This design comes from an exercise in tuning for a short achievable clock period and few clock cycles per item on the open sky130 flow, not from production work.
The RTL was checked by simulation tests, not by an equivalence proof against the original design.
No activity file was given, so power comes from the tool's default toggle rates.

### design.v
module rv32_pipe_cpu(
    input clk,
    input rst_n,
    output [31:0] imem_addr,
    input  [31:0] imem_rdata,
    output [31:0] dmem_addr,
    output [31:0] dmem_wdata,
    output        dmem_we,
    input  [31:0] dmem_rdata,
    output        debug_wb_have_inst,
    output [31:0] debug_wb_pc,
    output        debug_wb_ena,
    output [4:0]  debug_wb_reg,
    output [31:0] debug_wb_value
);
    localparam OP_R    = 7'b0110011;
    localparam OP_I    = 7'b0010011;
    localparam OP_LW   = 7'b0000011;
    localparam OP_SW   = 7'b0100011;
    localparam OP_BR   = 7'b1100011;
    localparam OP_JAL  = 7'b1101111;
    localparam OP_JALR = 7'b1100111;
    localparam OP_LUI  = 7'b0110111;
    reg  [31:0] pc;
    reg  [31:0] fetch_addr;          
    reg         id_valid;
    reg  [31:0] id_pc;
    reg  [31:0] id_inst;
    reg  [31:0] id_rs1_oh;           
    reg  [31:0] id_rs2_oh;
    reg         id_pred;             
    reg         ex_valid;
    reg  [31:0] ex_pc;
    reg  [31:0] ex_pc4;
    reg  [4:0]  ex_rd;
    reg         ex_rf_we;
    reg         ex_is_load;
    reg         ex_is_store;
    reg         ex_is_branch;
    reg         ex_is_jal;
    reg         ex_is_addi;
    reg         ex_is_jalr;
    reg         ex_jal_far;          
    reg         ex_br_lt;            
    reg         ex_br_inv;           
    reg         ex_m_always;         
    reg         ex_m_true;           
    reg         ex_m_false;          
    reg         ex_jr_chk;           
    reg         ex_sub;
    reg         ex_sra;
    reg  [7:0]  ex_rsel;             
    reg  [31:0] ex_a;                
    reg  [31:0] ex_b;                
    reg  [31:0] ex_sd;               
    reg  [31:0] ex_target;           
    reg  [31:0] ex_pnpc;             
    reg         mem_valid;
    reg  [31:0] mem_pc;
    reg  [4:0]  mem_rd;
    reg         mem_rf_we;
    reg         mem_is_load;
    reg         mem_is_store;
    reg  [31:0] mem_alu;
    reg  [31:0] mem_sd;
    reg         mem_btb_upd;         
    reg         mem_btb_ins;         
    reg         mem_is_branch;
    reg  [31:0] mem_npc;             
    reg  [31:0] mem_jr_tgt;          
    reg         mem_is_jalr;
    reg         mem_jr_redirect;     
    reg         mem_we;              
    reg  [31:0] mem_addr_q;          
    reg         wb_valid;
    reg  [31:0] wb_pc;
    reg  [4:0]  wb_rd;
    reg         wb_rf_we;
    reg  [31:0] wb_val;
    reg         dbg_have;
    reg         dbg_ena;
    reg  [4:0]  dbg_reg;
    reg  [31:0] dbg_val;
    reg  [31:0] rf [1:31];
    reg  [7:0]  btb_v;
    reg  [9:0]  btb_tag [0:7];
    reg  [9:0]  btb_tgt [0:7];
    reg  [1:0]  btb_ctr [0:7];
    reg  [2:0]  btb_ptr;             
    function [31:0] ks_add;
        input [31:0] a;
        input [31:0] b;
        input        cin;
        reg   [31:0] g, p, gn, pn;
        integer      i, d;
        begin
            g = a & b;
            p = a ^ b;
            g[0] = g[0] | (p[0] & cin);
            for (d = 1; d < 32; d = d * 2) begin
                gn = g;
                pn = p;
                for (i = d; i < 32; i = i + 1) begin
                    gn[i] = g[i] | (p[i] & g[i-d]);
                    pn[i] = p[i] & p[i-d];
                end
                g = gn;
                p = pn;
            end
            ks_add = (a ^ b) ^ {g[30:0], cin};
        end
    endfunction
    function [31:0] inc4;
        input [31:0] x;
        reg   [31:0] c, cn;
        integer      i, d;
        begin
            c = x;
            for (d = 1; d < 32; d = d * 2) begin
                cn = c;
                for (i = 2 + d; i < 32; i = i + 1)
                    cn[i] = c[i] & c[i-d];
                c = cn;
            end
            inc4 = {x[31:3] ^ c[30:2], ~x[2], x[1:0]};
        end
    endfunction
    function lt32;
        input [31:0] a;
        input [31:0] b;
        reg   [31:0] l, e;
        reg   [31:0] a2, b2;
        integer      i, w;
        begin
            a2 = {~a[31], a[30:0]};      
            b2 = {~b[31], b[30:0]};
            l = ~a2 & b2;
            e = ~(a2 ^ b2);
            for (w = 1; w < 32; w = w * 2) begin
                for (i = 0; i < 32; i = i + 2 * w) begin
                    l[i] = l[i + w] | (e[i + w] & l[i]);
                    e[i] = e[i + w] & e[i];
                end
            end
            lt32 = l[0];
        end
    endfunction
    reg         f_pred;
    reg  [9:0]  f_tgt;
    integer j;
    always @(*) begin
        f_pred = 1'b0;
        f_tgt  = 10'd0;
        for (j = 0; j < 8; j = j + 1) begin
            if (btb_v[j] && btb_tag[j] == pc[11:2] && btb_ctr[j][1]) begin
                f_pred = 1'b1;
                f_tgt  = f_tgt | btb_tgt[j];
            end
        end
    end
    wire [31:0] f_pc4     = inc4(pc);
    wire [31:0] f_npc     = f_pred ? {pc[31:12], f_tgt, 2'b00} : f_pc4;
    assign imem_addr = fetch_addr;
    wire [31:0] f_rs1_oh = 32'd1 << imem_rdata[19:15];
    wire [31:0] f_rs2_oh = 32'd1 << imem_rdata[24:20];
    wire [6:0]  d_op  = id_inst[6:0];
    wire [4:0]  d_rd  = id_inst[11:7];
    wire [2:0]  d_f3  = id_inst[14:12];
    wire [4:0]  d_rs1 = id_inst[19:15];
    wire [4:0]  d_rs2 = id_inst[24:20];
    wire d_r    = (d_op == OP_R);
    wire d_i    = (d_op == OP_I);
    wire d_lw   = (d_op == OP_LW);
    wire d_sw   = (d_op == OP_SW);
    wire d_br   = (d_op == OP_BR);
    wire d_jal  = (d_op == OP_JAL);
    wire d_jalr = (d_op == OP_JALR);
    wire d_lui  = (d_op == OP_LUI);
    wire d_use1 = d_r | d_i | d_lw | d_sw | d_br | d_jalr;
    wire d_use2 = d_r | d_sw | d_br;
    wire d_wr   = (d_r | d_i | d_lw | d_jal | d_jalr | d_lui) && (d_rd != 5'd0);
    wire [31:0] d_immI = {{20{id_inst[31]}}, id_inst[31:20]};
    wire [31:0] d_immS = {{20{id_inst[31]}}, id_inst[31:25], id_inst[11:7]};
    wire [31:0] d_immB = {{20{id_inst[31]}}, id_inst[7], id_inst[30:25], id_inst[11:8], 1'b0};
    wire [31:0] d_immJ = {{12{id_inst[31]}}, id_inst[19:12], id_inst[20], id_inst[30:21], 1'b0};
    wire [31:0] d_immU = {id_inst[31:12], 12'h000};
    wire [31:0] d_imm = d_sw  ? d_immS :
                        d_lui ? d_immU : d_immI;
    wire [31:0] d_pc4    = inc4(id_pc);
    wire [31:0] d_tgt_j  = ks_add(id_pc, d_immJ, 1'b0);
    wire [31:0] d_tgt_b  = ks_add(id_pc, d_immB, 1'b0);
    wire [31:0] d_target = d_jal ? d_tgt_j : d_tgt_b;
    wire        d_jal_far = d_jal && (d_immJ != 32'd4);
    reg  [31:0] d_rf1, d_rf2;
    integer k;
    always @(*) begin
        d_rf1 = 32'd0;
        d_rf2 = 32'd0;
        for (k = 1; k < 32; k = k + 1) begin
            d_rf1 = d_rf1 | ({32{id_rs1_oh[k]}} & rf[k]);
            d_rf2 = d_rf2 | ({32{id_rs2_oh[k]}} & rf[k]);
        end
    end
    wire d_e1 = ex_valid  && ex_rf_we  && (ex_rd  == d_rs1);
    wire d_e2 = ex_valid  && ex_rf_we  && (ex_rd  == d_rs2);
    wire d_m1 = mem_valid && mem_rf_we && (mem_rd == d_rs1);
    wire d_m2 = mem_valid && mem_rf_we && (mem_rd == d_rs2);
    wire d_w1 = wb_valid  && wb_rf_we  && (wb_rd  == d_rs1);
    wire d_w2 = wb_valid  && wb_rf_we  && (wb_rd  == d_rs2);
    wire d_stall = id_valid && ex_valid && ex_is_load &&
                   ((d_use1 && d_e1) || (d_use2 && d_e2));
    wire x_addi_zero = ((ex_a ^ ex_b) == {ex_a[30:0] | ex_b[30:0], 1'b0});
    wire d_fused     = d_br && (d_f3[2:1] == 2'b00) && (d_rs2 == 5'd0) &&
                       ex_valid && ex_is_addi && ex_rf_we && (ex_rd == d_rs1);
    wire d_fz_taken  = d_f3[0] ^ x_addi_zero;
    wire d_redir_seq = d_fused && !d_fz_taken;       
    wire d_redirect  = id_valid && !d_stall &&
                       (d_fused ? (d_fz_taken != id_pred)
                                : (!id_pred && (d_jal_far || (d_br && id_inst[31]))));
    wire d_alu  = d_r | d_i;
    wire d_add  = (d_alu && d_f3 == 3'b000) | d_lw | d_sw;
    wire d_sub  = d_r && d_f3 == 3'b000 && id_inst[30];
    wire [7:0] d_rsel = {
        d_jal | d_jalr,                       
        d_lui,                                
        d_alu && d_f3 == 3'b101,              
        d_alu && d_f3 == 3'b001,              
        d_alu && d_f3 == 3'b100,              
        d_alu && d_f3 == 3'b110,              
        d_alu && d_f3 == 3'b111,              
        d_add                                 
    };
    wire d_use_imm = d_i | d_lw | d_sw | d_jalr | d_lui;
    wire [31:0] d_timm  = d_jal ? d_immJ : d_immB;
    wire [31:0] d_cs_x  = id_pc ^ d_timm ^ pc;
    wire [31:0] d_cs_c  = (id_pc & d_timm) | ((id_pc | d_timm) & ~pc);
    wire        d_pc_is_tgt = (d_cs_x == {d_cs_c[30:0], 1'b0});
    wire d_p_seq = d_redirect ?  d_redir_seq : !id_pred;
    wire d_p_tgt = d_redirect ? !d_redir_seq : d_pc_is_tgt;
    wire [31:0] x_a = ex_a;
    wire [31:0] x_b = ex_b;
    wire [31:0] x_sum = ks_add(x_a, x_b, ex_sub);
    wire [31:0] x_sll = x_a << x_b[4:0];
    wire [31:0] x_sr  = $signed({ex_sra & x_a[31], x_a}) >>> x_b[4:0];
    wire [31:0] x_res = ({32{ex_rsel[0]}} & x_sum)
                      | ({32{ex_rsel[1]}} & (x_a & x_b))
                      | ({32{ex_rsel[2]}} & (x_a | x_b))
                      | ({32{ex_rsel[3]}} & (x_a ^ x_b))
                      | ({32{ex_rsel[4]}} & x_sll)
                      | ({32{ex_rsel[5]}} & x_sr)
                      | ({32{ex_rsel[6]}} & x_b)
                      | ({32{ex_rsel[7]}} & ex_pc4);
    wire x_eq = (x_a == x_b);
    wire x_lt = lt32(x_a, x_b);
    wire x_cond = (ex_br_lt ? x_lt : x_eq) ^ ex_br_inv;
    wire x_taken = (ex_is_branch && x_cond) || ex_is_jal;
    wire [31:0] x_cs_x = x_a ^ x_b ^ ex_pnpc;
    wire [31:0] x_cs_c = (x_a & x_b) | ((x_a | x_b) & ~ex_pnpc);
    wire x_jalr_ok = (x_cs_x == {x_cs_c[30:0], 1'b0});
    wire x_mispredict = ex_m_always || (x_cond ? ex_m_true : ex_m_false);
    wire x_jr_wrong   = ex_jr_chk && !x_jalr_ok;
    wire [31:0] x_npc = x_taken ? ex_target : ex_pc4;
    assign dmem_addr  = mem_addr_q;
    assign dmem_wdata = mem_sd;
    assign dmem_we    = mem_we;
    wire [31:0] m_val = mem_is_load ? dmem_rdata : mem_alu;
    wire [31:0] d_v1 = d_e1 ? x_res : d_m1 ? m_val : d_w1 ? wb_val : d_rf1;
    wire [31:0] d_v2 = d_e2 ? x_res : d_m2 ? m_val : d_w2 ? wb_val : d_rf2;
    assign debug_wb_have_inst = dbg_have;
    assign debug_wb_pc        = wb_pc;
    assign debug_wb_ena       = dbg_ena;
    assign debug_wb_reg       = dbg_reg;
    assign debug_wb_value     = dbg_val;
    wire [31:0] pc_id = d_stall    ? pc :
                        d_redirect ? (d_redir_seq ? d_pc4 : d_target) : f_npc;
    wire [31:0] pc_n = mem_jr_redirect ? mem_jr_tgt :
                       x_mispredict    ? x_npc   : pc_id;
    always @(posedge clk or negedge rst_n) begin
        if (!rst_n)  pc <= 32'hffff_fffc;
        else         pc <= pc_n;
    end
    always @(posedge clk) begin
        fetch_addr <= rst_n ? pc_n : 32'hffff_fffc;
    end
    always @(posedge clk or negedge rst_n) begin
        if (!rst_n)                           id_valid <= 1'b0;
        else if (mem_jr_redirect || x_mispredict || x_jr_wrong || d_redirect)
                                              id_valid <= 1'b0;
        else if (!d_stall)                    id_valid <= 1'b1;
    end
    always @(posedge clk) begin
        if (!d_stall) begin
            id_pc      <= pc;
            id_inst    <= imem_rdata;
            id_rs1_oh  <= f_rs1_oh;
            id_rs2_oh  <= f_rs2_oh;
            id_pred    <= f_pred;
        end
    end
    always @(posedge clk or negedge rst_n) begin
        if (!rst_n)                          ex_valid <= 1'b0;
        else if (x_mispredict || x_jr_wrong || d_stall)
                                             ex_valid <= 1'b0;
        else                                 ex_valid <= id_valid;
    end
    wire d_to_ex = rst_n && id_valid && !(x_mispredict || x_jr_wrong || d_stall);
    always @(posedge clk) begin
        ex_m_always  <= d_to_ex && !d_br && !d_jalr && (d_jal ? !d_p_tgt : !d_p_seq);
        ex_m_true    <= d_to_ex && d_br && !d_p_tgt;
        ex_m_false   <= d_to_ex && d_br && !d_p_seq;
        ex_jr_chk    <= d_to_ex && d_jalr;
    end
    always @(posedge clk) begin
        ex_pc        <= id_pc;
        ex_pc4       <= d_pc4;
        ex_rd        <= d_rd;
        ex_rf_we     <= d_wr;
        ex_is_load   <= d_lw;
        ex_is_store  <= d_sw;
        ex_is_branch <= d_br;
        ex_is_jal    <= d_jal;
        ex_is_addi   <= d_i && (d_f3 == 3'b000);
        ex_is_jalr   <= d_jalr;
        ex_jal_far   <= d_jal_far;
        ex_br_lt     <= d_f3[2];
        ex_br_inv    <= d_f3[0];
        ex_sub       <= d_sub;
        ex_sra       <= id_inst[30];
        ex_rsel      <= d_rsel;
        ex_a         <= d_v1;
        ex_b         <= d_use_imm ? d_imm : d_sub ? ~d_v2 : d_v2;
        ex_sd        <= d_v2;
        ex_target    <= d_target;
        ex_pnpc      <= pc;
    end
    always @(posedge clk or negedge rst_n) begin
        if (!rst_n) begin
            mem_valid       <= 1'b0;
            mem_jr_redirect <= 1'b0;
            mem_alu         <= 32'd0;
        end else begin
            mem_valid       <= ex_valid;
            mem_jr_redirect <= x_jr_wrong;
            mem_alu         <= x_res;
        end
    end
    always @(posedge clk) begin
        mem_we     <= rst_n && ex_valid && ex_is_store;
        mem_addr_q <= x_res;
    end
    always @(posedge clk) begin
        mem_pc        <= ex_pc;
        mem_rd        <= ex_rd;
        mem_rf_we     <= ex_rf_we;
        mem_is_load   <= ex_is_load;
        mem_is_store  <= ex_is_store;
        mem_sd        <= ex_sd;
        mem_btb_upd   <= ex_is_branch | ex_is_jal | ex_is_jalr;
        mem_btb_ins   <= (ex_is_branch && x_cond) || ex_jal_far || ex_is_jalr;
        mem_is_branch <= ex_is_branch;
        mem_npc       <= x_npc;
        mem_jr_tgt    <= x_sum;
        mem_is_jalr   <= ex_is_jalr;
    end
    always @(posedge clk or negedge rst_n) begin
        if (!rst_n) begin
            wb_valid <= 1'b0;
            wb_rd    <= 5'd0;
            wb_rf_we <= 1'b0;
            wb_val   <= 32'd0;
        end else begin
            wb_valid <= mem_valid;
            wb_rd    <= mem_rd;
            wb_rf_we <= mem_rf_we;
            wb_val   <= m_val;
        end
    end
    always @(posedge clk) begin
        wb_pc    <= mem_pc;
        dbg_have <= rst_n && mem_valid;
        dbg_ena  <= mem_rf_we;
        dbg_reg  <= mem_rd;
        dbg_val  <= m_val;
    end
    genvar gi;
    generate
        for (gi = 1; gi < 32; gi = gi + 1) begin : g_rf
            always @(posedge clk or negedge rst_n) begin
                if (!rst_n)
                    rf[gi] <= 32'd0;
                else if (wb_valid && wb_rf_we && (wb_rd == gi))
                    rf[gi] <= wb_val;
            end
        end
    endgenerate
    reg        m_hit;
    reg  [2:0] m_hidx;
    integer    q;
    always @(*) begin
        m_hit  = 1'b0;
        m_hidx = 3'd0;
        for (q = 0; q < 8; q = q + 1) begin
            if (btb_v[q] && btb_tag[q] == mem_pc[11:2]) begin
                m_hit  = 1'b1;
                m_hidx = q;
            end
        end
    end
    wire m_btb_ins = mem_valid && mem_btb_upd && mem_btb_ins;
    wire m_btb_dec = mem_valid && mem_btb_upd && !mem_btb_ins && mem_is_branch && m_hit;
    wire [2:0] m_widx = m_hit ? m_hidx : btb_ptr;
    always @(posedge clk or negedge rst_n) begin
        if (!rst_n)                      btb_ptr <= 3'd0;
        else if (m_btb_ins && !m_hit)    btb_ptr <= btb_ptr + 3'd1;
    end
    generate
        for (gi = 0; gi < 8; gi = gi + 1) begin : g_btb
            always @(posedge clk or negedge rst_n) begin
                if (!rst_n)
                    btb_v[gi] <= 1'b0;
                else if (m_btb_ins && m_widx == gi)
                    btb_v[gi] <= 1'b1;
            end
            always @(posedge clk) begin
                if (m_btb_ins && m_widx == gi) begin
                    btb_tag[gi] <= mem_pc[11:2];
                    btb_tgt[gi] <= mem_is_jalr ? mem_jr_tgt[11:2] : mem_npc[11:2];
                    btb_ctr[gi] <= (m_hit && btb_ctr[gi] != 2'b11) ? btb_ctr[gi] + 2'd1 : 2'b11;
                end else if (m_btb_dec && m_widx == gi) begin
                    btb_ctr[gi] <= (btb_ctr[gi] == 2'b00) ? 2'b00 : btb_ctr[gi] - 2'd1;
                end
            end
        end
    endgenerate
endmodule
### flow/run.sh
#!/bin/bash
# The standard layout (standard.sh) with the settings in env.sh:
# environment variables, and make variables in MAKE_ARGS.
set -euo pipefail
MAKE_ARGS=()
source flow/env.sh
bash standard.sh "${MAKE_ARGS[@]}" finish > standard.log 2>&1
### flow/env.sh
export SETUP_SLACK_MARGIN=7
# Port buffers: a strong buffer instead of the smallest one.
export BUFFER_PORTS_ARGS="-buffer_cell sky130_fd_sc_hd__buf_8"
# Leave adders to ABC (no fixed full/half-adder cells in the carry paths).
export ADDER_MAP_FILE=
# Make variables: the platform's don't-use cells plus slow cells ABC tends to
# chain (high-stack OR/NOR and complex AOI/OAI, majority, adder, 3-input XOR).
MAKE_ARGS=("DONT_USE_CELLS= sky130_fd_sc_hd__probe_p_8 sky130_fd_sc_hd__probec_p_8 sky130_fd_sc_hd__lpflow_bleeder_1 sky130_fd_sc_hd__lpflow_clkbufkapwr_1 sky130_fd_sc_hd__lpflow_clkbufkapwr_16 sky130_fd_sc_hd__lpflow_clkbufkapwr_2 sky130_fd_sc_hd__lpflow_clkbufkapwr_4 sky130_fd_sc_hd__lpflow_clkbufkapwr_8 sky130_fd_sc_hd__lpflow_clkinvkapwr_1 sky130_fd_sc_hd__lpflow_clkinvkapwr_16 sky130_fd_sc_hd__lpflow_clkinvkapwr_2 sky130_fd_sc_hd__lpflow_clkinvkapwr_4 sky130_fd_sc_hd__lpflow_clkinvkapwr_8 sky130_fd_sc_hd__lpflow_decapkapwr_12 sky130_fd_sc_hd__lpflow_decapkapwr_3 sky130_fd_sc_hd__lpflow_decapkapwr_4 sky130_fd_sc_hd__lpflow_decapkapwr_6 sky130_fd_sc_hd__lpflow_decapkapwr_8 sky130_fd_sc_hd__lpflow_inputiso0n_1 sky130_fd_sc_hd__lpflow_inputiso0p_1 sky130_fd_sc_hd__lpflow_inputiso1n_1 sky130_fd_sc_hd__lpflow_inputiso1p_1 sky130_fd_sc_hd__lpflow_inputisolatch_1 sky130_fd_sc_hd__lpflow_isobufsrc_1 sky130_fd_sc_hd__lpflow_isobufsrc_16 sky130_fd_sc_hd__lpflow_isobufsrc_2 sky130_fd_sc_hd__lpflow_isobufsrc_4 sky130_fd_sc_hd__lpflow_isobufsrc_8 sky130_fd_sc_hd__lpflow_isobufsrckapwr_16 sky130_fd_sc_hd__lpflow_lsbuf_lh_hl_isowell_tap_1 sky130_fd_sc_hd__lpflow_lsbuf_lh_hl_isowell_tap_2 sky130_fd_sc_hd__lpflow_lsbuf_lh_hl_isowell_tap_4 sky130_fd_sc_hd__lpflow_lsbuf_lh_isowell_4 sky130_fd_sc_hd__lpflow_lsbuf_lh_isowell_tap_1 sky130_fd_sc_hd__lpflow_lsbuf_lh_isowell_tap_2 sky130_fd_sc_hd__lpflow_lsbuf_lh_isowell_tap_4  sky130_fd_sc_hd__or3_* sky130_fd_sc_hd__or3b_* sky130_fd_sc_hd__or4_* sky130_fd_sc_hd__or4b_* sky130_fd_sc_hd__or4bb_* sky130_fd_sc_hd__nor3_* sky130_fd_sc_hd__nor3b_* sky130_fd_sc_hd__nor4_* sky130_fd_sc_hd__nor4b_* sky130_fd_sc_hd__nor4bb_* sky130_fd_sc_hd__o41a_* sky130_fd_sc_hd__o41ai_* sky130_fd_sc_hd__o311a_* sky130_fd_sc_hd__o311ai_* sky130_fd_sc_hd__a2111o_* sky130_fd_sc_hd__a2111oi_* sky130_fd_sc_hd__o32a_* sky130_fd_sc_hd__o32ai_* sky130_fd_sc_hd__maj3_* sky130_fd_sc_hd__fa_* sky130_fd_sc_hd__ha_* sky130_fd_sc_hd__xnor3_* sky130_fd_sc_hd__xor3_* sky130_fd_sc_hd__mux4_* sky130_fd_sc_hd__a211o_* sky130_fd_sc_hd__a211oi_* sky130_fd_sc_hd__o211a_* sky130_fd_sc_hd__o211ai_* sky130_fd_sc_hd__a311o_* sky130_fd_sc_hd__a311oi_* sky130_fd_sc_hd__o31a_* sky130_fd_sc_hd__o31ai_* sky130_fd_sc_hd__a31o_* sky130_fd_sc_hd__a31oi_* sky130_fd_sc_hd__a41o_* sky130_fd_sc_hd__a41oi_* sky130_fd_sc_hd__a32o_* sky130_fd_sc_hd__a32oi_* sky130_fd_sc_hd__o2111a_* sky130_fd_sc_hd__o2111ai_* sky130_fd_sc_hd__a222oi_*")
### standard.sh
#!/bin/bash
# synth_recipe.tcl (not shown) runs the flow's synth.tcl, then flattens the netlist and writes it again
# the make line also repeats each setting of config.mk as NAME=value (left out here)
make -C /OpenROAD-flow-scripts/flow DESIGN_CONFIG=/design/flow/config.mk WORK_HOME=/design/flow/orfs CLKGATE_MAP_FILE= SYNTH_SCRIPT=/design/flow/synth_recipe.tcl "${@:-finish}"
### config.mk
export PLATFORM = sky130hd
export DESIGN_NAME = rv32_pipe_cpu
export DESIGN_NICKNAME = rv32_pipe_cpu
export VERILOG_FILES = /design/flow/design.v
export SDC_FILE = /design/flow/constraint.sdc
export NUM_CORES = 8
export LEC_CHECK = 0
export ABC_CLOCK_PERIOD_IN_PS = 2500
export CAP_MARGIN = 20
export CORE_MARGIN = 2
export CORE_UTILIZATION = 55
export CTS_CLUSTER_DIAMETER = 80
export CTS_CLUSTER_SIZE = 20
export GPL_TIMING_DRIVEN = 1
export SLEW_MARGIN = 20
### constraint.sdc
create_clock -name core_clock -period 10.0 [get_ports {clk}]
set_input_delay 2.0000 -clock core_clock [delete_from_list [all_inputs] [get_ports {clk}]]
set_output_delay 2.0000 -clock core_clock [all_outputs]
set_load 0.01 [all_outputs]
==> results of run 1 <==
==> final cells by class <==
cell class	instances	area (sq um)
flip-flops and latches	1916	47500
repair buffers	1033	11700
well taps	2325	2910
inverters	163	654
fillers	13200	57000
clock buffers	168	3240
clock inverters	32	450
diodes	25	62.6
multi-input cells	6226	49700
==> power breakdown <==
part / internal, mW / switching [mW] / total (mW) / leakage (nW)
Clock: 2.38 / 2.92 / 5.30 / 1.78
Sequential: 8.59 / 0.856 / 9.44 / 22.6
Combinational: 2.00 / 2.59 / 4.58 / 25.3
==> through the flow <==
step / util / cell area (sq um) / worst slack [ps] / total power [mW]
finish: 0.671 / 116000 / 6360 / 19.3
global route: 0.671 / 116000 / 6410 / 19.7
CTS: 0.649 / 112000 / 6550 / 18.7
detailed placement: 0.582 / 101000 / 4850 / 13.0
global placement: 0.582 / 101000 / 4900 / 12.9
floorplan: - / 95800 / 6920 / 11.2
==> cell families after synthesis <==
family | count (synthesis)
AOI/OAI and AO/OA | 2161
buffers and inverters | 931
DFF | 1916
muxes | 1320
and+or+nand+nor | 2227
xor gates and xnor gates | 508
==> worst min path at each step <==
stage,cells past startpoint,from,endpoint
final,0,mem_pc[0]$_DFF_P_,wb_pc[0]$_DFF_P_
after global routing,0,mem_pc[0]$_DFF_P_,wb_pc[0]$_DFF_P_
after CTS,0,ex_sd[24]$_DFF_P_,mem_sd[24]$_DFF_P_
after detailed placement,0,ex_pc[26]$_DFF_P_,mem_pc[26]$_DFF_P_
after global placement,0,ex_pc[27]$_DFF_P_,mem_pc[27]$_DFF_P_
after floorplan,0,ex_pc[10]$_DFF_P_,mem_pc[10]$_DFF_P_
==> what timing repair did <==
action / CTS / global route
endpoints found under the setup margin: 1474 / 986
gates resized for setup: 1133 / 529
setup buffers: 378 / 182
pin swaps: 198 / 213
cloned: 37 / 7
==> cells in the final DEF, fill, tap and decap left out, types with 55 or more instances in the layout <==
master,count
dfxtp_2,154
and2_1,61
buf_6,123
nand4_1,340
buf_12,66
o21ai_2,75
dfxtp_4,79
xnor2_1,340
and3_1,95
o21ai_0,179
mux2_2,1033
dfrtp_1,1078
dfxtp_1,270
nor2_1,584
nand3_1,212
a22oi_1,1003
buf_4,551
clkbuf_16,126
edfxtp_1,303
buf_8,252
inv_1,150
xor2_1,97
mux2i_1,167
o21ai_1,85
nand2b_1,55
a21oi_1,326
nand2_1,469
==> per-layer routing <==
metal,GRT usage,share of wire,wire length [microns]
met2,0.714,0.41,191000
met4,0.414,0.11,50000
met1,0.620,0.34,160000
met5,0.00484,0.00069,322
met3,0.185,0.14,67700
==> summary.txt, run 1 <==
- Overall fraction of global-route tracks in use: 0.506
- Largest Register: rf
- Adder-Cell Fraction of Synth Area: 0
- Initial Util: 0.552
- Pre-antenna DRT Iters: 7
- Rows: 153
- H-tree Lvls: 3
- Full die area: 177000 sq um
- Layout area overhead: 21.6%
- Via density per instance: 7.37
- Worst-path clk slew: 90 ps
- EDFF count, synth: 303
- Clock Latency Late Sink: 850 ps
- Startpoint types: flop
- Longest Clk Path Bufs: 3
- Critical path class: reg -> reg
- Clk sinks: 1916
- Detailed Place HPWL: 275000 microns
- Syn Inst Count: 9063
- Placer congestion estimate: 1.02
- Min Hold Slack: 319 ps
- RR Endpoint: fetch_addr[8]$_SDFF_PN1_
- Rel. slew slack: 0.0435
- CP delay by family, top: simple AND/OR/NAND/NOR gates
- Peak Freq: 0.275 GHz
- Yosys top cell area share: 0.283
- Core area: 173000 sq um
- Most instantiated library cell after synthesis: mux2_2
- Synth top cells by count: 1081 x mux2_2, 1080 x dfrtp_1, 1006 x a22oi_1, 629 x nor2_1, 540 x nand2_1
- WL final: 470000 microns
- Vias in the first global route: 81500
- First-pass GRT wire length: 637000 microns
- Outcome: no timing/DRC/antenna violations
- Arrival time at the worst endpoint: 4350 ps
- Setup crit end kind: flop
- Max Slew Vio Count: 0
- Static Leak: 49.8 nW
- Die width: 421 microns
- Finished Layout Cells: 11900
- Initial antenna violation count: 33
- Unrepaired setup endpoints after global routing: true
- Yosys cell types: 68
- Largest regs: rf: 992 flops, btb_tag: 80 flops, btb_tgt: 80 flops
- Multiplexer area fraction after synthesis: 0.152
- Syn Nets: 9129
- Post-synth design cell area: 95700 sq um
- Initial DRC count: 15800
- Area leader, netlist: dfrtp_1
- Largest net degree at the start of global routing: 142
- R2R Path Start: ex_a[28]$_DFF_P_
- Fin crit period: 3640 ps
- Power per cell area: 166 nW/um^2
- Req. time, crit path: 10700 ps
- Vias: 87600
- Slew @ Worst Pin: 1430 ps
- IO Port Bufs: 233
- Total CTS buffers: 117
- Crit-path most repeated cell: nand4_1
- Worst IR drop on VDD: 0.000143 V
- Async SR Flop Fraction: 0.579
- Setup tns final: 0 ps
- Worst R2R Path Depth: 13
- Worst-path cell chain: buf_12, xnor2_4, and4b_1, and4_4, nand4_1, o21bai_4, nand4_1, buf_4, o21a_4, a21oi_1, nand4b_1, a221o_1, nand2b_1
- Predominant post-synthesis flop cell: dfrtp_1
- Reg-to-reg setup timing slack: 6360 ps
- Crit-path slowest cell: a221o_1
- DP Cell Count: 11100
- Max cap viols: 0
- Seq/Total Area, Yosys: 0.491
- Buf/Inv on CP: 2
- CP Depth: 13
- Ports: 234
- Grt ovf: 0
- Compound-Gate Fraction of Synth Area: 0.155
- Root Driver: clkbuf_16
- Worst Clk Skew: 46.3 ps
- Mean Syn Cell Area: 10.6 sq um
- Post-Synth XOR/XNOR Area: 0.0482
- Post-route ant nets: 0
- Main combinational cell family by area after synthesis: compound AO/OA/AOI/OAI gates
- Crit Path Max Fanout: 9
- Setup violators final: 0
- CTS tree: done
- Top cells by area, synth: dfrtp_1 28%, mux2_2 13%, dfxtp_1 11%
- Final period util: 0.364
- Share of post-route cells with drive strength above 1: 0.346
- Worst min-delay path category: reg -> reg
- Setup crit start: ex_a[28]$_DFF_P_
- Drc violations: 0
- Nets: 9523
- Drt wl/cell: 39.5 microns
- Post-Synth Simple-Gate Area: 0.116
- Hold Violations, Final: 0
- Die height: 421 microns
- Max reg flops: 992
- CP endpoint: fetch_addr[8]$_SDFF_PN1_
- Synthesis-stage register bit count: 1916
- Slowest stage delay, CP: 500 ps
- Syn. warnings: 5
- Post-CTS Hold Fix Bufs: 0
Testbench counts, summed over its fixed seeds: cycles 28,776, instrs 26,430.
==> inputs of run 2 (changes only) <==
--- a/design.v
+++ b/design.v
@@ -54,6 +54,8 @@
     reg  [31:0] ex_b;                
     reg  [31:0] ex_sd;               
     reg  [31:0] ex_target;           
+    reg  [31:0] ex_redir;            
+    reg         ex_m_late;           
     reg  [31:0] ex_pnpc;             
     reg         mem_valid;
     reg  [31:0] mem_pc;
@@ -258,7 +260,7 @@
     wire [31:0] x_cs_c = (x_a & x_b) | ((x_a | x_b) & ~ex_pnpc);
     wire x_jalr_ok = (x_cs_x == {x_cs_c[30:0], 1'b0});
     wire x_mispredict = ex_m_always || (x_cond ? ex_m_true : ex_m_false);
-    wire x_jr_wrong   = ex_jr_chk && !x_jalr_ok;
+    wire x_jr_wrong   = (ex_jr_chk && !x_jalr_ok) || ex_m_late;
     wire [31:0] x_npc = x_taken ? ex_target : ex_pc4;
     assign dmem_addr  = mem_addr_q;
     assign dmem_wdata = mem_sd;
@@ -273,8 +275,8 @@
     assign debug_wb_value     = dbg_val;
     wire [31:0] pc_id = d_stall    ? pc :
                         d_redirect ? (d_redir_seq ? d_pc4 : d_target) : f_npc;
-    wire [31:0] pc_n = mem_jr_redirect ? mem_jr_tgt :
-                       x_mispredict    ? x_npc   : pc_id;
+    wire [31:0] pc_n = mem_jr_redirect ? (mem_is_jalr ? mem_jr_tgt : mem_npc) :
+                       x_mispredict    ? ex_redir : pc_id;
     always @(posedge clk or negedge rst_n) begin
         if (!rst_n)  pc <= 32'hffff_fffc;
         else         pc <= pc_n;
@@ -306,8 +308,9 @@
     wire d_to_ex = rst_n && id_valid && !(x_mispredict || x_jr_wrong || d_stall);
     always @(posedge clk) begin
         ex_m_always  <= d_to_ex && !d_br && !d_jalr && (d_jal ? !d_p_tgt : !d_p_seq);
-        ex_m_true    <= d_to_ex && d_br && !d_p_tgt;
-        ex_m_false   <= d_to_ex && d_br && !d_p_seq;
+        ex_m_true    <= d_to_ex && d_br && !d_p_tgt && d_p_seq;
+        ex_m_false   <= d_to_ex && d_br && !d_p_seq && d_p_tgt;
+        ex_m_late    <= d_to_ex && d_br && !d_p_seq && !d_p_tgt;
         ex_jr_chk    <= d_to_ex && d_jalr;
     end
     always @(posedge clk) begin
@@ -331,6 +334,7 @@
         ex_b         <= d_use_imm ? d_imm : d_sub ? ~d_v2 : d_v2;
         ex_sd        <= d_v2;
         ex_target    <= d_target;
+        ex_redir     <= (d_jal || (d_br && !d_p_tgt)) ? d_target : d_pc4;
         ex_pnpc      <= pc;
     end
     always @(posedge clk or negedge rst_n) begin
==> run 2 against run 1 <==
Effect of this change:
- core utilization up 1.1 points
- highest routed layer unchanged
- clock power about the same
- critical endpoint is now ex_redir[28]$_DFF_P_
- area after synthesis up 1.2%
- synthesized cell count up 0.76%
- power up 7.3%
- critical path depth up 1
- largest power group unchanged
- worst hold slack better by 5.0 ps
- die area up 1.2%
- count of clock-buffer cells in the layout down 6
==> summary.txt, run 2 <==
- Outcome: no timing/DRC/antenna violations
- Layout fillers: 13200
- Post-route ant nets: 0
- Async SR Flop Fraction: 0.564
- Initial DRC count: 15700
- Rows: 153
- H-tree Lvls: 3
- Placer congestion estimate: 1.07
- Setup crit start: id_inst[31]$_DFFE_PN_
- Sw Pwr: 6.97 mW
- Req. time, crit path: 10730 ps
- Worst Slack Setup Final: 6090 ps
- Hold Crit Depth: 0
- Full die area: 179000 sq um
- Fin crit period: 3910 ps
- Largest Register: rf
- Critical path class: reg -> reg
- Sink of the worst hold path: wb_pc[24]$_DFF_P_
- Worst Clk Skew: 56.9 ps
- Clock Latency Late Sink: 870 ps
- Peak Freq: 0.256 GHz
- R2R Path Start: id_inst[31]$_DFFE_PN_
- Arrival time at the worst endpoint: 4640 ps
- Met2 Use GR: 0.710
- Initial Util: 0.555
- Predominant post-synthesis flop cell: dfrtp_1
- Synth top cells by count: 1084 x mux2_2, 1080 x dfrtp_1, 1020 x a22oi_1, 686 x nor2_1, 556 x dfxtp_1
- Worst IR drop on VDD: 0.000167 V
- Overall fraction of global-route tracks in use: 0.502
- Worst R2R Path Depth: 14
- Static Leak: 51.1 nW
- Met1 usage in global routing: 0.618
- Most common cell after layout, fill and taps aside: dfrtp_1
- Layout area overhead: 22.9%
- Clock power share: 0.257
- Die width: 423 microns
- Root Driver: clkbuf_16
- Max Slew Vio Count: 0
- Core area: 174000 sq um
- Crit-path slowest cell: edfxtp_1
- Seq/Total Area, Yosys: 0.496
- Max reg flops: 992
- Grt ovf: 0
- Crit-path most repeated cell: buf_12
- Sw Ratio: 0.336
- Unrepaired setup endpoints after global routing: true
- Startpoint types: flop
- CTS tree: done
- Clk sinks: 1969
- Worst-path cell chain: buf_12, buf_16, nor2b_4, and2_4, a221o_1, nand4_1, a221oi_4, and4b_2, and4_1, nand4b_1, o21ai_2, o21a_4, buf_12, mux2_4
- Rel. slew slack: 0.209
- Setup violators final: 0
- Top cells by area, synth: dfrtp_1 28%, mux2_2 13%, dfxtp_1 12%
- Setup tns final: 0 ps
- Detailed Place HPWL: 275000 microns
- Slowest stage delay, CP: 470 ps
- Area leader, netlist: dfrtp_1
- Crit Path Max Fanout: 8
- Share of post-route cells with drive strength above 1: 0.361
- Initial antenna violation count: 41
- Die height: 423 microns
- Logic pwr share: 0.271
- GRT busiest layer: met2
- Drt wl/cell: 39.3 microns
- Largest regs: rf: 992 flops, btb_tag: 80 flops, btb_tgt: 80 flops
- Final period util: 0.391
- Mean Syn Cell Area: 10.6 sq um
- Power per cell area: 174 nW/um^2
- Syn. warnings: 5
- First-pass GRT wire length: 637000 microns
- Most instantiated library cell after synthesis: mux2_2
- WL final: 473000 microns
- Post-synth design cell area: 96800 sq um
- Max cap viols: 0
- IO Port Bufs: 233
- Synthesis-stage register bit count: 1969
- Worst-path clk slew: 90 ps
- Hold Startpoint: mem_pc[24]$_DFF_P_
- Total CTS buffers: 119
- Nets: 9696
- Ports: 234
- Reg-to-reg setup timing slack: 6090 ps
- Drc violations: 0
- Syn Nets: 9198
- Slew @ Worst Pin: 1190 ps
- Pre-antenna DRT Iters: 13
- Yosys cell types: 81
- Vias in the first global route: 82100
- Most frequent cells in the layout: 1073 x dfrtp_1, 1034 x mux2_2, 1016 x a22oi_1, 618 x nor2_1, 590 x buf_4
- Largest net degree at the start of global routing: 161
- Internal power: 13.8 mW
- Vias: 88900
- Yosys top cell area share: 0.279
- EDFF count, synth: 303
- Longest Clk Path Bufs: 3
- Worst slack at placement: 4890 ps
- RR Endpoint: ex_redir[28]$_DFF_P_
- Sequential share of power: 0.472
- Via density per instance: 7.37
- Area occupied by multi-input gates: 50000 sq um
- Worst min-delay path category: reg -> reg
- Seq. cell area: 48600 sq um
- Hold Violations, Final: 0
- Setup crit end kind: flop
- Syn Inst Count: 9132
- Met3 Track Usage GR: 0.176
[run 2: logic make-up after synthesis]
logic type / after synthesis / share of synthesized area
AO/OA/AOI/OAI: 2137 / 0.151
flip-flops: 1969 / 0.496
AND/OR/NAND/NOR: 2213 / 0.111
buffers and inverters: 951 / 0.0397
multiplexers: 1341 / 0.153
XOR/XNOR: 521 / 0.0489
[run 2: metal layers]
metal	share of wire	wire [microns]
met5	0.0013	631
met4	0.11	51700
met3	0.15	69200
met2	0.41	192000
met1	0.34	160000
[run 2: power by group through the flow]
stage	clock network (mW)	registers [mW]	logic, mW
after floorplan	0	9.37	2.54
after global placement	0	10.1	3.75
after detailed placement	0	10.1	3.79
after CTS	5.30	9.72	4.86
after global routing	5.59	9.81	5.79
final	5.32	9.79	5.62
[run 2: worst max-delay path by stage]
| stage | to | slack [ps] |
|---|---|---|
| 2_1_floorplan | btb_ctr[6][1]$_DFFE_PP_ | 6850 |
| 6_report | ex_redir[28]$_DFF_P_ | 6090 |
| 4_1_cts | ex_redir[28]$_DFF_P_ | 6300 |
| 3_3_place_gp | ex_redir[28]$_DFF_P_ | 4970 |
| 5_1_grt | ex_redir[22]$_DFF_P_ | 6080 |
| 3_5_place_dp | ex_redir[6]$_DFF_P_ | 4890 |
[run 2: repair_timing]
| item | 4_1_cts | 5_1_grt |
|---|---|---|
| gates cloned | 38 | 21 |
| endpoints found under the setup margin | 1147 | 992 |
| hold buffers | 0 | 0 |
| pin swaps | 196 | 261 |
| gates resized for setup | 1174 | 567 |
| hold endpoints to repair | 0 | 0 |
| buffers inserted | 427 | 197 |
[run 2: area by class of cell]
class	instances	area share
Antenna cell	23	0.000484
Sequential cell	1969	0.408
Multi-Input combinational cell	6224	0.420
Inverter	189	0.00642
Timing Repair Buffer	1127	0.109
Tap cell	2325	0.0245
Clock inverter	33	0.00341
Clock buffer	162	0.0274
[run 2: critical path, delay by kind of cell, from the launching register on]
family | cells | cell delay (ps)
simple gates | 6 | 1390
buf+inv | 3 | 500
mux | 1 | 310
flops | 1 | 470
compound gates | 4 | 1080
[run 2: stage by stage]
step / power, mW / util / cells / instance area, sq um / hold slack [ps]
floorplan: 11.9 / - / 9132 / 96900 / 310
CTS: 19.9 / 0.656 / 11800 / 114000 / 325
global route: 21.2 / 0.682 / 12000 / 119000 / 329
finish: 20.7 / 0.682 / 12100 / 119000 / 324
detailed placement: 13.9 / 0.585 / 11200 / 102000 / 312
global placement: 13.8 / 0.585 / 11200 / 102000 / 312
Testbench counts of run 2, summed over its fixed seeds: cycles 28,776, instrs 26,430.
==> inputs of run 3 (changes only) <==
--- a/design.v
+++ b/design.v
@@ -54,7 +54,7 @@
     reg  [31:0] ex_b;                
     reg  [31:0] ex_sd;               
     reg  [31:0] ex_target;           
-    reg  [31:0] ex_redir;            
+    reg         ex_redir_t;          
     reg         ex_m_late;           
     reg  [31:0] ex_pnpc;             
     reg         mem_valid;
@@ -276,7 +276,7 @@
     wire [31:0] pc_id = d_stall    ? pc :
                         d_redirect ? (d_redir_seq ? d_pc4 : d_target) : f_npc;
     wire [31:0] pc_n = mem_jr_redirect ? (mem_is_jalr ? mem_jr_tgt : mem_npc) :
-                       x_mispredict    ? ex_redir : pc_id;
+                       x_mispredict    ? (ex_redir_t ? ex_target : ex_pc4) : pc_id;
     always @(posedge clk or negedge rst_n) begin
         if (!rst_n)  pc <= 32'hffff_fffc;
         else         pc <= pc_n;
@@ -334,7 +334,7 @@
         ex_b         <= d_use_imm ? d_imm : d_sub ? ~d_v2 : d_v2;
         ex_sd        <= d_v2;
         ex_target    <= d_target;
-        ex_redir     <= (d_jal || (d_br && !d_p_tgt)) ? d_target : d_pc4;
+        ex_redir_t   <= d_jal || (d_br && !(d_redirect ? !d_redir_seq : id_pred));
         ex_pnpc      <= pc;
     end
     always @(posedge clk or negedge rst_n) begin
==> run 3 against run 2 <==
Effect of this change:
- combinational power decreased by 8.9%
- clock power rose by 0.9%
- final area about the same
- count of clock-buffer cells in the layout is 3 higher
- sequential share of layout area decreased by 0.49 points
- final cell count decreased by 0.95%
- still clean on timing, DRC and antenna
==> summary.txt, run 3 <==
- Predominant post-synthesis flop cell: dfrtp_1
- Clock Latency Late Sink: 890 ps
- Yosys top cell area share: 0.280
- Unrepaired setup endpoints after global routing: true
- Most frequent cells in the layout: 1075 x dfrtp_1, 1071 x mux2_2, 797 x a22oi_1, 601 x buf_4, 540 x nor2_1
- Share of post-route cells with drive strength above 1: 0.369
- Drt wl/cell: 40.2 microns
- Finished Layout Cells: 11900
- Worst Clk Skew: 79.9 ps
- Syn. warnings: 5
- Initial DRC count: 16400
- Synthesis-stage register bit count: 1939
- Crit Path Max Fanout: 1
- Final period util: 0.346
- Ports: 234
- Nets: 9557
- Setup tns final: 0 ps
- Largest regs: rf: 992 flops, btb_tag: 80 flops, btb_tgt: 80 flops
- Rel. slew slack: 0.0487
- Core area: 174000 sq um
- Power per cell area: 169 nW/um^2
- Slew @ Worst Pin: 1420 ps
- Vias: 89100
- Mean Syn Cell Area: 10.7 sq um
- Die height: 423 microns
- Worst Slack Setup Final: 6540 ps
- Worst-path cell chain: buf_8
- Buf/Inv on CP: 1
- Worst IR drop on VDD: 0.000184 V
- Drc violations: 0
- Critical path class: reg -> out
- Peak Freq: 0.289 GHz
- Seq/Total Area, Yosys: 0.492
- Synth top cells by count: 1123 x mux2_2, 1080 x dfrtp_1, 807 x a22oi_1, 600 x nor2_1, 539 x clkbuf_1
- Most common cell after layout, fill and taps aside: dfrtp_1
- Largest net degree at the start of global routing: 159
- Setup violators final: 0
- Arrival time at the worst endpoint: 1460 ps
- Most instantiated library cell after synthesis: mux2_2
- Grt ovf: 0
- First-pass GRT wire length: 649000 microns
- Yosys cell types: 67
- DP Cell Count: 11000
- Placer congestion estimate: 1.06
- CP delay by family, top: flip-flops
- Outcome: no timing/DRC/antenna violations
- Rows: 153
- EDFF count, synth: 303
- Worst slack at placement: 5000 ps
- Reg-to-reg setup timing slack: 6570 ps
- Slowest stage delay, CP: 460 ps
- Req. time, crit path: 8000 ps
- Total CTS buffers: 119
- Top cells by area, synth: dfrtp_1 28%, mux2_2 13%, dfxtp_1 11%
- Layout fillers: 13000
- Max Slew Vio Count: 0
- Via density per instance: 7.46
- Async SR Flop Fraction: 0.572
- Startpoint types: flop
- Die width: 423 microns
- Final instance area: 119000 sq um
- Worst-path clk slew: 80 ps
- Syn Nets: 9060
- Dpl cell area: 102000 sq um
- WL final: 479000 microns
- Setup crit end kind: primary output
- Static Leak: 51.2 nW
- RR Endpoint: fetch_addr[28]$_SDFF_PN1_
- Longest Clk Path Bufs: 3
- Max reg flops: 992
- Fin crit period: 3460 ps
- Detailed Place HPWL: 291000 microns
- Area leader, netlist: dfrtp_1
- Initial antenna violation count: 53
- Worst min-delay path category: reg -> reg
- Max cap viols: 0
- Overall fraction of global-route tracks in use: 0.514
- Post-synth design cell area: 96400 sq um
- CP Depth: 1
- Setup crit start: dbg_val[30]$_DFF_P_
- Worst R2R Path Depth: 16
- Hold Violations, Final: 0
- Min Hold Slack: 324 ps
- Crit-path slowest cell: dfxtp_4
- Largest Register: rf
- Full die area: 179000 sq um
- Pre-antenna DRT Iters: 11
- Initial Util: 0.554
- Layout area overhead: 23.5%
- R2R Path Start: ex_a[9]$_DFF_P_
- CTS tree: done
- Post-route ant nets: 0
- CP endpoint: debug_wb_value[30]
- H-tree Lvls: 3
- Vias in the first global route: 82700
- IO Port Bufs: 233
- Syn Inst Count: 8994
- Root Driver: clkbuf_16
- Clk sinks: 1939
[run 3: final cells by class]
| cell class | count | area, sq um | area share |
|---|---|---|---|
| antenna | 41 | 103 | 0.000862 |
| clock buffer | 165 | 3280 | 0.0276 |
| clock inverter | 36 | 464 | 0.00390 |
| inverter | 164 | 702 | 0.00590 |
| multi-input combinational | 6147 | 50900 | 0.428 |
| sequential | 1939 | 48000 | 0.403 |
| tap | 2325 | 2910 | 0.0244 |
| timing repair buffer | 1119 | 12600 | 0.106 |
| timing repair inverter | 1 | 5.00 | 0.0000420 |
[run 3: power by group]
part | leakage (nW) | switching (mW) | internal, mW | total, mW
Sequential | 22.8 | 0.912 | 8.70 | 9.61
Combinational | 26.6 | 2.80 | 2.32 | 5.12
Clock | 1.82 | 2.95 | 2.42 | 5.37
[run 3: how the worst min path moves through the flow]
stage	depth (start not counted)	end	from	slack [ps]
floorplan	0	mem_pc[10]$_DFF_P_	ex_pc[10]$_DFF_P_	310
global placement	0	mem_pc[10]$_DFF_P_	ex_pc[10]$_DFF_P_	310
detailed placement	0	mem_pc[28]$_DFF_P_	ex_pc[28]$_DFF_P_	310
CTS	0	mem_pc[5]$_DFF_P_	ex_pc[5]$_DFF_P_	330
global route	0	mem_pc[31]$_DFF_P_	ex_pc[31]$_DFF_P_	330
finish	0	wb_pc[30]$_DFF_P_	mem_pc[30]$_DFF_P_	320
[run 3: cells by family after synthesis]
logic type / count (synthesis) / share of synthesized area
AO/OA/AOI/OAI: 2133 / 0.155
AND/OR/NAND/NOR: 2119 / 0.111
flip-flops: 1939 / 0.492
multiplexers: 1380 / 0.158
buffers and inverters: 916 / 0.0369
XOR/XNOR: 507 / 0.0474
[run 3: metal layers]
metal / vias up / share of wire / global-route usage
met4: 42 / 0.12 / 0.443
met1: 43500 / 0.33 / 0.612
li1: 34300 / - / -
met3: 2972 / 0.15 / 0.209
met2: 8288 / 0.40 / 0.717
met5: - / 0.00092 / 0.0116
[run 3: repair_timing]
action,in CTS,in global routing
cloned,36,9
buffers inserted,362,265
resized for setup,1096,685
endpoints found under the setup margin,1581,1196
hold buffers,0,0
pin swaps,157,263
[run 3: through the flow]
stage | util | power, mW
3_5_place_dp | 0.585 | 13.3
2_1_floorplan | - | 11.4
6_report | 0.684 | 20.1
3_3_place_gp | 0.585 | 13.2
4_1_cts | 0.653 | 19.3
5_1_grt | 0.684 | 20.5
Testbench counts of run 3, summed over its fixed seeds: cycles 28,776, instrs 26,430.
==> inputs of run 4 (changes only) <==
--- a/design.v
+++ b/design.v
@@ -27,7 +27,9 @@
     reg  [31:0] id_pc;
     reg  [31:0] id_inst;
     reg  [31:0] id_rs1_oh;           
-    reg  [31:0] id_rs2_oh;
+    reg  [31:0] id_rs2_oh;           
+    reg  [31:0] id_rs1_ohn;          
+    reg  [31:0] id_rs2_ohn;          
     reg         id_pred;             
     reg         ex_valid;
     reg  [31:0] ex_pc;
@@ -199,8 +201,8 @@
         d_rf1 = 32'd0;
         d_rf2 = 32'd0;
         for (k = 1; k < 32; k = k + 1) begin
-            d_rf1 = d_rf1 | ({32{id_rs1_oh[k]}} & rf[k]);
-            d_rf2 = d_rf2 | ({32{id_rs2_oh[k]}} & rf[k]);
+            d_rf1 = d_rf1 | ({{16{!id_rs1_ohn[k]}}, {16{id_rs1_oh[k]}}} & rf[k]);
+            d_rf2 = d_rf2 | ({{16{!id_rs2_ohn[k]}}, {16{id_rs2_oh[k]}}} & rf[k]);
         end
     end
     wire d_e1 = ex_valid  && ex_rf_we  && (ex_rd  == d_rs1);
@@ -296,6 +298,8 @@
             id_inst    <= imem_rdata;
             id_rs1_oh  <= f_rs1_oh;
             id_rs2_oh  <= f_rs2_oh;
+            id_rs1_ohn <= ~f_rs1_oh;
+            id_rs2_ohn <= ~f_rs2_oh;
             id_pred    <= f_pred;
         end
     end
==> run 4 against run 3 <==
Effect of this change:
- still clean
- clock skew decreased by 42 ps
- global-route usage decreased by 0.82 points
- synthesized cell count decreased by 1.1%
- count of clock-buffer cells in the layout increased by 17
- flip-flop and latch count increased by 63
- register-to-register slack got worse by 360 ps
- setup slack got worse by 330 ps
- die area increased by 0.71%
- worst hold slack got worse by 1.5 ps
- core utilization decreased by 0.82 points
- area after synthesis increased by 0.71%
- via count decreased by 1.7%
- critical path type is now reg -> reg
- critical endpoint is now ex_b[29]$_DFF_P_
- largest cell class is now sequential cells
- largest power group unchanged
==> summary.txt, run 4 <==
- Setup violators final: 0
- Hold Startpoint: ex_pc[22]$_DFF_P_
- Top cells by area, synth: dfrtp_1 28%, mux2_2 13%, edfxtp_1 11%
- Power per cell area: 144 nW/um^2
- Clock power share: 0.337
- Predominant post-synthesis flop cell: dfrtp_1
- Post-route ant nets: 0
- Max Slew Vio Count: 0
- Clock Latency Late Sink: 850 ps
- H-tree Lvls: 4
- Vias in the first global route: 80800
- Yosys top cell area share: 0.278
- Via density per instance: 7.36
- Vias: 87600
- CTS tree: done
- Setup crit start: id_rs2_ohn[8]$_DFFE_PN_
- Total CTS buffers: 130
- Yosys cell types: 74
- Metal3 WL: 71400 microns
- Syn Inst Count: 8894
- Root Driver: clkbuf_16
- Overall fraction of global-route tracks in use: 0.506
- Synthesis-stage register bit count: 2002
- Seq/Total Area, Yosys: 0.508
- IO Port Bufs: 233
- Layout area overhead: 22.4%
- Worst R2R Path Depth: 12
- Post-synth design cell area: 97100 sq um
- Worst-path clk slew: 90 ps
- Reg-to-reg setup timing slack: 6210 ps
- Longest Clk Path Bufs: 3
- Max cap viols: 0
- Layout fillers: 13300
- Ports: 234
- Fin crit period: 3790 ps
- First-pass GRT wire length: 637000 microns
- Slew @ Worst Pin: 1270 ps
- Placer congestion estimate: 1.05
- Unrepaired setup endpoints after global routing: true
- Worst min-delay path category: reg -> reg
- Most frequent cells in the layout: 1074 x mux2_2, 1074 x dfrtp_1, 681 x buf_4, 501 x nand2_1, 474 x nor2_1
- Die height: 424 microns
- Sw Ratio: 0.283
- Share of post-route cells with drive strength above 1: 0.360
- Initial Util: 0.552
- Pre-antenna DRT Iters: 8
- Arrival time at the worst endpoint: 4510 ps
- Grt ovf: 0
- Drt wl/cell: 39.9 microns
- Hold Crit Depth: 0
- Drc violations: 0
- Area occupied by multi-input gates: 48100 sq um
- Internal power: 12.3 mW
- Setup crit end kind: flop
- Met2 Wirelength: 191000 microns
- Peak Freq: 0.264 GHz
- Largest Register: rf
- Area leader, netlist: dfrtp_1
- Crit Path Max Fanout: 12
- Rel. slew slack: 0.154
- Hold Violations, Final: 0
- Synth top cells by count: 1105 x mux2_2, 1080 x dfrtp_1, 587 x nand2_1, 534 x nor2_1, 527 x dfxtp_1
- Detailed Place HPWL: 287000 microns
- Mean Syn Cell Area: 10.9 sq um
- Logic pwr share: 0.148
- Largest net degree at the start of global routing: 173
- Final period util: 0.379
- Largest regs: rf: 992 flops, btb_tag: 80 flops, btb_tgt: 80 flops
- Min Hold Slack: 322 ps
- EDFF count, synth: 365
- Seq. cell area: 49900 sq um
- Syn. warnings: 5
- R2R Path Start: id_rs2_ohn[8]$_DFFE_PN_
- Startpoint types: flop
- Max reg flops: 992
- Initial DRC count: 16100
- Static Leak: 52.0 nW
- Met1 WL: 160000 microns
- Worst Clk Skew: 38.2 ps
- Sink of the worst hold path: mem_pc[22]$_DFF_P_
- Tot Pwr: 17.2 mW
- WL final: 475000 microns
- Sequential share of power: 0.515
- Critical path class: reg -> reg
- Initial antenna violation count: 40
- Rows: 154
- Most instantiated library cell after synthesis: mux2_2
- Worst IR drop on VDD: 0.000201 V
- Die width: 424 microns
- Core area: 176000 sq um
- Async SR Flop Fraction: 0.554
- Nets: 9521
- Setup tns final: 0 ps
- Outcome: no timing/DRC/antenna violations
- Sw Pwr: 4.85 mW
- Full die area: 180000 sq um
- Clk sinks: 2002
- Syn Nets: 8960
- Req. time, crit path: 10720 ps
- Top sig layer: met5
- RR Endpoint: ex_b[29]$_DFF_P_
==> run 4: cell types whose count changed after synthesis, moves of 68 or more <==
cell,change
nand2_1,+83
nand4_1,-84
inv_1,+123
a22o_1,+227
a221oi_1,+246
mux2i_1,-68
a22oi_1,-486
==> run 4: worst max path at each step <==
| stage | to | slack [ps] |
|---|---|---|
| 5_1_grt | fetch_addr[27]$_SDFF_PN1_ | 6320 |
| 6_report | ex_b[29]$_DFF_P_ | 6210 |
| 4_1_cts | fetch_addr[23]$_SDFF_PN1_ | 6500 |
| 3_3_place_gp | fetch_addr[22]$_SDFF_PN1_ | 5020 |
| 2_1_floorplan | fetch_addr[23]$_SDFF_PN1_ | 6960 |
| 3_5_place_dp | fetch_addr[22]$_SDFF_PN1_ | 4900 |
==> run 4: area by class of cell <==
class	count	share of cell area
diodes	22	0.000464
clock buffers	182	0.0307
clock inverters	41	0.00441
inverters	284	0.00986
multi-input cells	5890	0.405
flip-flops and latches	2002	0.420
well taps	2340	0.0247
repair buffers	1146	0.105
repair inverters	1	0.0000737
==> run 4: stage by stage <==
step	util	setup WS [ps]	area (sq um)	cells
2_1_floorplan	-	6960	97500	8894
6_report	0.676	6210	119000	11900
5_1_grt	0.676	6320	119000	11900
4_1_cts	0.650	6500	114000	11600
3_5_place_dp	0.586	4900	103000	11000
3_3_place_gp	0.586	5020	103000	11000
==> run 4: metal layers <==
| metal | vias to the layer above | GRT usage |
|---|---|---|
| li1 | 33900 | - |
| met1 | 42800 | 0.618 |
| met2 | 8302 | 0.702 |
| met3 | 2598 | 0.199 |
| met4 | 32 | 0.419 |
| met5 | - | 0.00714 |
==> run 4: cell families after synthesis <==
| group | share of synthesized area |
|---|---|
| AOI/OAI and AO/OA | 0.162 |
| DFF | 0.508 |
| and+or+nand+nor | 0.0949 |
| muxes | 0.146 |
| buffers and inverters | 0.0414 |
| xor gates and xnor gates | 0.0468 |
==> run 4: repair_timing <==
action | 4_1_cts | 5_1_grt
gates cloned | 27 | 13
gates resized for setup | 967 | 536
pin swaps | 130 | 181
hold buffers | 0 | 0
endpoints found under the setup margin | 1326 | 1261
buffers inserted | 375 | 252
==> run 4: power by group through the flow <==
stage          sequential [mW]  combinational [mW]  clock [mW]
2_1_floorplan             8.81                1.06           0
3_5_place_dp              9.14                1.60           0
6_report                  8.84                2.53        5.78
3_3_place_gp              9.13                1.59           0
5_1_grt                   8.84                2.60        6.07
4_1_cts                   8.84                2.18        5.76
==> run 4: worst max-delay path: stages (launching register included) <==
cell and delay (ps):
edfxtp_1 760, inv_1 150, buf_4 310, a22o_1 270
a221oi_1 270, and4_1 250, nand2_1 60, o22ai_1 400
nor2_1 160, a21oi_1 360, a22oi_2 160, buf_4 180
o21ai_2 280
Testbench counts of run 4, summed over its fixed seeds: cycles 28,776, instrs 26,430.
==> inputs of run 5 (changes only) <==
--- a/design.v
+++ b/design.v
@@ -23,6 +23,7 @@
     localparam OP_LUI  = 7'b0110111;
     reg  [31:0] pc;
     reg  [31:0] fetch_addr;          
+    reg  [11:2] pc_tag;              
     reg         id_valid;
     reg  [31:0] id_pc;
     reg  [31:0] id_inst;
@@ -156,7 +157,7 @@
         f_pred = 1'b0;
         f_tgt  = 10'd0;
         for (j = 0; j < 8; j = j + 1) begin
-            if (btb_v[j] && btb_tag[j] == pc[11:2] && btb_ctr[j][1]) begin
+            if (btb_v[j] && btb_tag[j] == pc_tag && btb_ctr[j][1]) begin
                 f_pred = 1'b1;
                 f_tgt  = f_tgt | btb_tgt[j];
             end
@@ -285,6 +286,13 @@
     end
     always @(posedge clk) begin
         fetch_addr <= rst_n ? pc_n : 32'hffff_fffc;
+        pc_tag     <= pc_n[11:2];
+    end
+    always @(posedge clk) begin
+        id_rs1_oh  <= d_stall ?  (32'd1 << d_rs1) :  f_rs1_oh;
+        id_rs2_oh  <= d_stall ?  (32'd1 << d_rs2) :  f_rs2_oh;
+        id_rs1_ohn <= d_stall ? ~(32'd1 << d_rs1) : ~f_rs1_oh;
+        id_rs2_ohn <= d_stall ? ~(32'd1 << d_rs2) : ~f_rs2_oh;
     end
     always @(posedge clk or negedge rst_n) begin
         if (!rst_n)                           id_valid <= 1'b0;
@@ -296,10 +304,6 @@
         if (!d_stall) begin
             id_pc      <= pc;
             id_inst    <= imem_rdata;
-            id_rs1_oh  <= f_rs1_oh;
-            id_rs2_oh  <= f_rs2_oh;
-            id_rs1_ohn <= ~f_rs1_oh;
-            id_rs2_ohn <= ~f_rs2_oh;
             id_pred    <= f_pred;
         end
     end
==> run 5 against run 4 <==
Effect of this change:
- now fails the layout checks on capacitance limit
- synthesized cell count increased by 3.5%
- die area increased by 1.1%
- count of clock-buffer cells in the layout increased by 13
- area after synthesis increased by 1.1%
- via count increased by 2.8%
- global-route usage increased by 0.32 points
- clock skew increased by 5.6 ps
- fmax increased by 0.21%
- sequential share of layout area decreased by 1.4 points
- flip-flop and latch count increased by 10
- clock power increased by 1%
- critical path depth decreased by 8
- largest power group unchanged
- highest routed layer unchanged
==> summary.txt, run 5 <==
- Outcome: complete, but fails checks
- Fail Reasons: capacitance limit
- Sequential share of power: 0.485
- WL final: 483000 microns
- Placer congestion estimate: 1.06
- Seq/Total Area, Yosys: 0.492
- Grt ovf: 0
- Yosys cell types: 74
- Initial antenna violation count: 40
- Worst Slack Setup Final: 6220 ps
- Clock Latency Late Sink: 870 ps
- H-tree Lvls: 4
- Static Leak: 51.7 nW
- Clk sinks: 2012
- Final period util: 0.378
- Sw Ratio: 0.327
- Initial Util: 0.552
- Logic pwr share: 0.230
- Top cells by area, synth: dfrtp_1 28%, dfxtp_1 13%, mux2_2 13%
- Startpoint types: primary input
- Clock power share: 0.285
- Worst Clk Skew: 43.8 ps
- Layout area overhead: 22.7%
- Tot Pwr: 20.5 mW
- Ports: 234
- Worst min-delay path category: reg -> reg
- Async SR Flop Fraction: 0.552
- EDFF count, synth: 241
- Root Driver: clkbuf_16
- Via density per instance: 7.42
- Critical path class: in -> reg
- Max reg flops: 992
- Layout fillers: 13300
- Internal power: 13.8 mW
- Setup violators final: 0
- Total CTS buffers: 130
- Most instantiated library cell after synthesis: mux2_2
- Worst slack at placement: 5100 ps
- Final instance area: 120000 sq um
- Overall fraction of global-route tracks in use: 0.509
- Req. time, crit path: 10730 ps
- Most common cell after layout, fill and taps aside: dfrtp_1
- Drc violations: 0
- Hold Violations, Final: 0
- Drt wl/cell: 39.8 microns
- Sw Pwr: 6.71 mW
- Synthesis-stage register bit count: 2012
- Setup tns final: 0 ps
- Nets: 9715
- Power per cell area: 171 nW/um^2
- Max Slew Vio Count: 4
- Crit Path Max Fanout: 3
- Longest Clk Path Bufs: 3
- Syn Nets: 9273
- Predominant post-synthesis flop cell: dfrtp_1
- Die height: 427 microns
- Worst-path cell chain: buf_8, mux2i_1, o21ai_0, mux2_4
- CTS tree: done
- Unrepaired setup endpoints after global routing: true
- Share of post-route cells with drive strength above 1: 0.366
- Slowest stage delay, CP: 1160 ps
- Syn. warnings: 5
- Worst IR drop on VDD: 0.000174 V
- Rel. slew slack: -0.0387
- Min Hold Slack: 318 ps
- Vias: 90100
- Post-synth design cell area: 98200 sq um
- First-pass GRT wire length: 648000 microns
- Largest net degree at the start of global routing: 152
- Peak Freq: 0.265 GHz
- Area leader, netlist: dfrtp_1
- Arrival time at the worst endpoint: 4510 ps
- Initial DRC count: 16700
- Post-route ant nets: 0
- Die width: 427 microns
- Crit-path slowest cell: mux2i_1
- Vias in the first global route: 82500
- Syn Inst Count: 9207
- Setup crit end kind: flop
- Worst-path clk slew: 80 ps
- Synth top cells by count: 1122 x mux2_2, 1080 x dfrtp_1, 661 x dfxtp_1, 559 x nor2_1, 535 x clkbuf_1
- Largest regs: rf: 992 flops, btb_tag: 80 flops, btb_tgt: 80 flops
- Post-CTS Hold Fix Bufs: 0
- Max cap viols: 1
- Rows: 155
- Dpl cell area: 104000 sq um
- Yosys top cell area share: 0.275
- Detailed Place HPWL: 290000 microns
- Largest Register: rf
- Fin crit period: 3780 ps
- Core area: 178000 sq um
- Pre-antenna DRT Iters: 11
- Full die area: 182000 sq um
- Most frequent cells in the layout: 1073 x dfrtp_1, 1061 x mux2_2, 594 x buf_4, 481 x nor2_1, 459 x nand2_1
- IO Port Bufs: 233
- Slew @ Worst Pin: 1510 ps
- Mean Syn Cell Area: 10.7 sq um
## run 5: cell types whose count changed after synthesis, moves of 35 or more
cell | before | now
a22oi_1 | 321 | 461
dfxtp_1 | 527 | 661
edfxtp_1 | 365 | 241
mux2i_1 | 175 | 261
a22o_1 | 360 | 276
a221oi_1 | 416 | 333
nand3_1 | 160 | 231
a21oi_1 | 416 | 347
nand2_1 | 587 | 522
o22ai_1 | 49 | 98
clkbuf_1 | 487 | 535
and4_1 | 47 | 86
nand4_1 | 227 | 262
## run 5: layout make-up
class | instances | area, sq um | area share
clock inverter | 34 | 373 | 0.00310
antenna | 31 | 77.6 | 0.000644
tap | 2355 | 2950 | 0.0245
timing repair buffer | 1067 | 12000 | 0.0998
clock buffer | 195 | 3820 | 0.0317
multi-input combinational | 6138 | 51100 | 0.425
sequential | 2012 | 48800 | 0.406
inverter | 297 | 1190 | 0.00991
timing repair inverter | 3 | 25.0 | 0.000208
## run 5: routing by layer
layer,vias to the layer above,track usage,wire (microns)
li1,34700,-,-
met4,36,0.419,53900
met3,2902,0.202,70900
met1,44000,0.617,164000
met5,-,0.00317,572
met2,8375,0.710,194000
## run 5: metrics by stage
step	cells	util
after CTS	11900	0.652
after detailed placement	11300	0.582
final	12100	0.677
after global routing	12100	0.677
after global placement	11300	0.582
after floorplan	9207	-
## run 5: timing repair
item	in CTS	in global routing
pin swaps	172	227
gates cloned	37	11
setup endpoints to repair	1291	771
buffers inserted	347	213
resized for setup	1179	589
## run 5: logic make-up (layout without fill, tap and decap cells)
group                  count (synthesis)  after routing  share of synthesized area
multiplexers                        1383           1383                      0.155
AND/OR/NAND/NOR                     2098           2104                      0.108
XOR/XNOR                             506            506                     0.0454
other                                  0             31                          0
AO/OA/AOI/OAI                       2145           2145                      0.156
buffers and inverters               1063           1596                     0.0434
flip-flops                          2012           2012                      0.492
## run 5: worst paths after layout
| path | start | to | slack (ps) | cells past startpoint |
|---|---|---|---|---|
| worst max-delay path | dmem_rdata[10] | ex_a[10]$_DFF_P_ | 6220 | 4 |
| max in group asynchronous | rst_n | rf[3][26]$_DFFE_PN0P_ | 7200 | 3 |
| worst min-delay path | ex_sd[13]$_DFF_P_ | mem_sd[13]$_DFF_P_ | 320 | 0 |
| worst max register to register | ex_b[1]$_DFF_P_ | ex_b[23]$_DFF_P_ | 6450 | 12 |
| worst min register to register | ex_sd[13]$_DFF_P_ | mem_sd[13]$_DFF_P_ | 320 | 0 |
| min in group asynchronous | rst_n | rf[19][25]$_DFFE_PN0P_ | 1100 | 1 |
## run 5: critical path: cells and delay by family
family,cells,cell delay (ps)
buffers and inverters,1,120
multiplexers,2,1650
AO/OA/AOI/OAI,1,720
## run 5: power by group through the flow
stage          Clock, mW  Sequential (mW)  Combinational (mW)
2_1_floorplan          0             9.42                2.35
3_3_place_gp           0             10.1                3.46
3_5_place_dp           0             10.1                3.50
4_1_cts             5.83             9.89                4.25
5_1_grt             6.13             9.96                4.91
6_report            5.85             9.96                4.73
Testbench counts of run 5, summed over its fixed seeds: cycles 28,776, instrs 26,430.

-- what the ideal ports hide --
Ports are ideal in the flow. The routed layouts listed here were re-timed in OpenROAD. Step 1 (the two cells are an assumption about what drives the block):
set clk [get_ports {clk}]
set_driving_cell -lib_cell sky130_fd_sc_hd__clkbuf_16 $clk
set_driving_cell -lib_cell sky130_fd_sc_hd__buf_2 [delete_from_list [all_inputs] $clk]
Step 2 adds t to the input delays and takes it off the output delays; t is the mean of the earliest and latest rising clock arrival at the registers after step 1. Input paths then give back, and output paths get back, about the clock's delay inside the block. Slacks: ideal ports / drivers / drivers and shift; pairs: ideal ports / drivers.
run | t (ns) | slack for setup (ns) | worst setup path at the end | latest minus earliest clock arrival (ns) | slew at the worst register clock pin (ns)
run 1 | 0.914 | 6.357 / 6.357 / 5.935 | input to register | 0.048 / 0.047 | 0.09 / 0.09
run 2 | 0.935 | 6.090 / 6.090 / 6.090 | register to register | 0.060 / 0.059 | 0.10 / 0.10
run 3 | 0.943 | 6.541 / 6.448 / 6.167 | input to register | 0.081 / 0.081 | 0.10 / 0.10
run 4 | 0.918 | 6.213 / 6.213 / 5.934 | input to register | 0.043 / 0.043 | 0.09 / 0.09
run 5 | 0.932 | 6.220 / 6.267 / 5.335 | input to register | 0.044 / 0.044 | 0.10 / 0.10
For run 5, which loses most, drivers alone change the setup slack by +0.047 ns; drivers and shift together by -0.885 ns.
